What follows belongs to an exercise in optimizing a design on an open flow for small area; a production flow would make more cautious choices. Where RTL was checked, it was by simulation tests only, not by an equivalence proof against the original. No activity file was given, so power comes from the tool's default toggle rates.

==> flow/design.v (excerpt) <==
module spi_ram(clk,rst_n,ss_n,mosi,miso);
input clk,rst_n,ss_n,mosi;
output miso;
wire [15:0] we;
wire [7:0] wdata, rdata;
wire [15:0] rgrp;
ram r(clk,we,wdata,rgrp,rdata);
spi_slave s(clk,rst_n,ss_n,mosi,miso,we,wdata,rgrp,rdata);
endmodule
==> module spi_slave, before the edit <==
module spi_slave(clk, rst_n, ss_n, mosi, miso, we, wdata, rgrp, rdata);
input clk, rst_n, ss_n, mosi;
output miso;
output [15:0] we;
output [7:0] wdata;
output [15:0] rgrp;
input [7:0] rdata;
reg [4:0] cnt;         
reg [3:0] ph;          
reg wpend;             
reg [8:0] sh;          
reg [7:0] addr;        
reg [7:0] wa, wd;      
reg [7:0] rb;          
wire frame_end = (cnt == 5'd11);      
wire [7:0] fbyte = {sh[6:0], mosi};
wire set_addr = frame_end & ~sh[7];   
wire write = frame_end & sh[7] & ~sh[8];
wire commit = wpend & (ph == wa[3:0]);
wire shift_out = (cnt >= 5'd15) & (cnt <= 5'd21);
wire bypass = commit & (wa[7:4] == addr[7:4]);
always @(posedge clk or negedge rst_n)
  if (~rst_n) begin
    cnt <= 5'd0;
    ph <= 4'd0;
    wpend <= 1'b0;
  end else begin
    ph <= ph + 4'd1;
    if (ss_n)
      cnt <= 5'd0;
    else if (cnt != 5'd31)
      cnt <= cnt + 5'd1;
    if (write)
      wpend <= 1'b1;
    else if (commit)
      wpend <= 1'b0;
  end
always @(posedge clk) begin
  sh <= {sh[7:0], mosi};
  if (set_addr)
    addr <= fbyte;
  if (write) begin
    wd <= fbyte;
    wa <= addr;
  end
  if (shift_out)
    rb <= {rb[6:0], 1'b0};
  else if (ph == addr[3:0])
    rb <= bypass ? wd : rdata;
end
assign miso = rb[7];
assign wdata = wd;
assign rgrp = 16'd1 << addr[7:4];
assign we = commit ? (16'd1 << wa[7:4]) : 16'd0;
endmodule
==> module ram, before the edit <==
module ram(clk, we, wdata, rgrp, rdata);
input clk;
input [15:0] we;       
input [7:0] wdata;
input [15:0] rgrp;     
output [7:0] rdata;    
wire [127:0] sel;
genvar g;
generate
  for (g = 0; g < 16; g = g + 1) begin : grp
    reg [127:0] r;     
    always @(posedge clk)
      r <= {r[119:0], we[g] ? wdata : r[127:120]};
    assign sel[8*g+7:8*g] = rgrp[g] ? r[127:120] : 8'd0;
  end
endgenerate
assign rdata = sel[7:0] | sel[15:8] | sel[23:16] | sel[31:24]
             | sel[39:32] | sel[47:40] | sel[55:48] | sel[63:56]
             | sel[71:64] | sel[79:72] | sel[87:80] | sel[95:88]
             | sel[103:96] | sel[111:104] | sel[119:112] | sel[127:120];
endmodule
==> module spi_ram, before the edit <==
module spi_ram(clk,rst_n,ss_n,mosi,miso);
input clk,rst_n,ss_n,mosi;
output miso;
wire [15:0] we;
wire [7:0] wdata, rdata;
wire [15:0] rgrp;
ram r(clk,we,wdata,rgrp,rdata);
spi_slave s(clk,rst_n,ss_n,mosi,miso,we,wdata,rgrp,rdata);
endmodule
export LEC_CHECK = 0
export CAP_MARGIN = 40
export CORE_MARGIN = 2
export CORE_UTILIZATION = 60
export CTS_BUF_LIST = sky130_fd_sc_hd__clkbuf_4 sky130_fd_sc_hd__clkbuf_8
export CTS_CLUSTER_DIAMETER = 60
export CTS_CLUSTER_SIZE = 20
export SLEW_MARGIN = 40
create_clock -name core_clock -period 10.0 [get_ports {clk}]
run.sh (not shown) runs the stock make flow with config.mk's settings and CLKGATE_MAP_FILE= SYNTH_SCRIPT=/design/flow/synth_recipe.tcl, a recipe that flattens the netlist after the stock synthesis.
Edit:
==> flow/design.v (replaced) <==
module spi_slave(clk, rst_n, ss_n, mosi, miso, we, wdata, rgrp, rdata);
input clk, rst_n, ss_n, mosi;
output miso;
output [15:0] we;
output [7:0] wdata;
output [3:0] rgrp;
input [7:0] rdata;
reg [4:0] cnt;         
reg [3:0] ph;          
reg wpend;             
reg [8:0] sh;          
reg [7:0] addr;        
reg [7:0] wa, wd;      
reg [7:0] rb;          
wire frame_end = (cnt == 5'd11);      
wire [7:0] fbyte = {sh[6:0], mosi};
wire set_addr = frame_end & ~sh[7];   
wire write = frame_end & sh[7] & ~sh[8];
wire commit = wpend & (ph == wa[3:0]);
wire shift_out = (cnt >= 5'd15) & (cnt <= 5'd21);
always @(posedge clk or negedge rst_n)
  if (~rst_n) begin
    cnt <= 5'd0;
    ph <= 4'd0;
    wpend <= 1'b0;
  end else begin
    ph <= ph + 4'd1;
    if (ss_n)
      cnt <= 5'd0;
    else if (cnt != 5'd31)
      cnt <= cnt + 5'd1;
    if (write)
      wpend <= 1'b1;
    else if (commit)
      wpend <= 1'b0;
  end
always @(posedge clk) begin
  sh <= {sh[7:0], mosi};
  if (set_addr)
    addr <= fbyte;
  if (write) begin
    wd <= fbyte;
    wa <= addr;
  end
  if (shift_out)
    rb <= {rb[6:0], 1'b0};
  else if (ph == addr[3:0])
    rb <= rdata;
end
assign miso = rb[7];
assign wdata = wd;
assign rgrp = addr[7:4];
assign we = commit ? (16'd1 << wa[7:4]) : 16'd0;
endmodule
module ram(clk, we, wdata, rgrp, rdata);
input clk;
input [15:0] we;       
input [7:0] wdata;
input [3:0] rgrp;      
output [7:0] rdata;    
wire [127:0] ins;
genvar g;
generate
  for (g = 0; g < 16; g = g + 1) begin : grp
    reg [127:0] r;     
    assign ins[8*g+7:8*g] = we[g] ? wdata : r[127:120];
    always @(posedge clk)
      r <= {r[119:0], ins[8*g+7:8*g]};
  end
endgenerate
assign rdata = ins[8*rgrp +: 8];
endmodule
module spi_ram(clk,rst_n,ss_n,mosi,miso);
input clk,rst_n,ss_n,mosi;
output miso;
wire [15:0] we;
wire [7:0] wdata, rdata;
wire [3:0] rgrp;
ram r(clk,we,wdata,rgrp,rdata);
spi_slave s(clk,rst_n,ss_n,mosi,miso,we,wdata,rgrp,rdata);
endmodule
Result:
- global-route usage grows by 2.3 points
- power is about the same
- clock power barely changes
- cell area rose by 1.5%
- wire length came out higher by 17%
- hold slack is worse by 0.0083 ns
- area after synthesis rises by 1.6%
- worst setup slack gets worse by 0.0098 ns
- core utilization goes down by 0.23 points
- cell count came out higher by 7.2%
- via count goes up by 9.7%
- synthesized cell count is higher by 9.0%
No functional check of the RTL was part of the first run of this note.

separate check: timing with driven ports:
How much do the figures lean on ideal ports? The routed layouts below were timed once more, with nothing changed but the port constraints.
Step 1, drivers: a clkbuf_16 drives clk and a buf_2 each remaining input, both assumed.
Step 2 moves the port delays by t, midway between the first and last clock arrival at a register: inputs arrive t later, outputs are due t later. That takes back most of the time a late clock gives input paths.
a / b / c = ideal / step 1 / step 2; a / b = the first two.
run | shift t [ns] | setup slack, ns | worst setup path at the end
the first run | 0.800 | 6.215 / 6.158 / 6.904 | register to register
the second run | 0.821 | 6.206 / 6.146 / 6.409 | register to register
After both steps setup and hold are still met in every run listed.
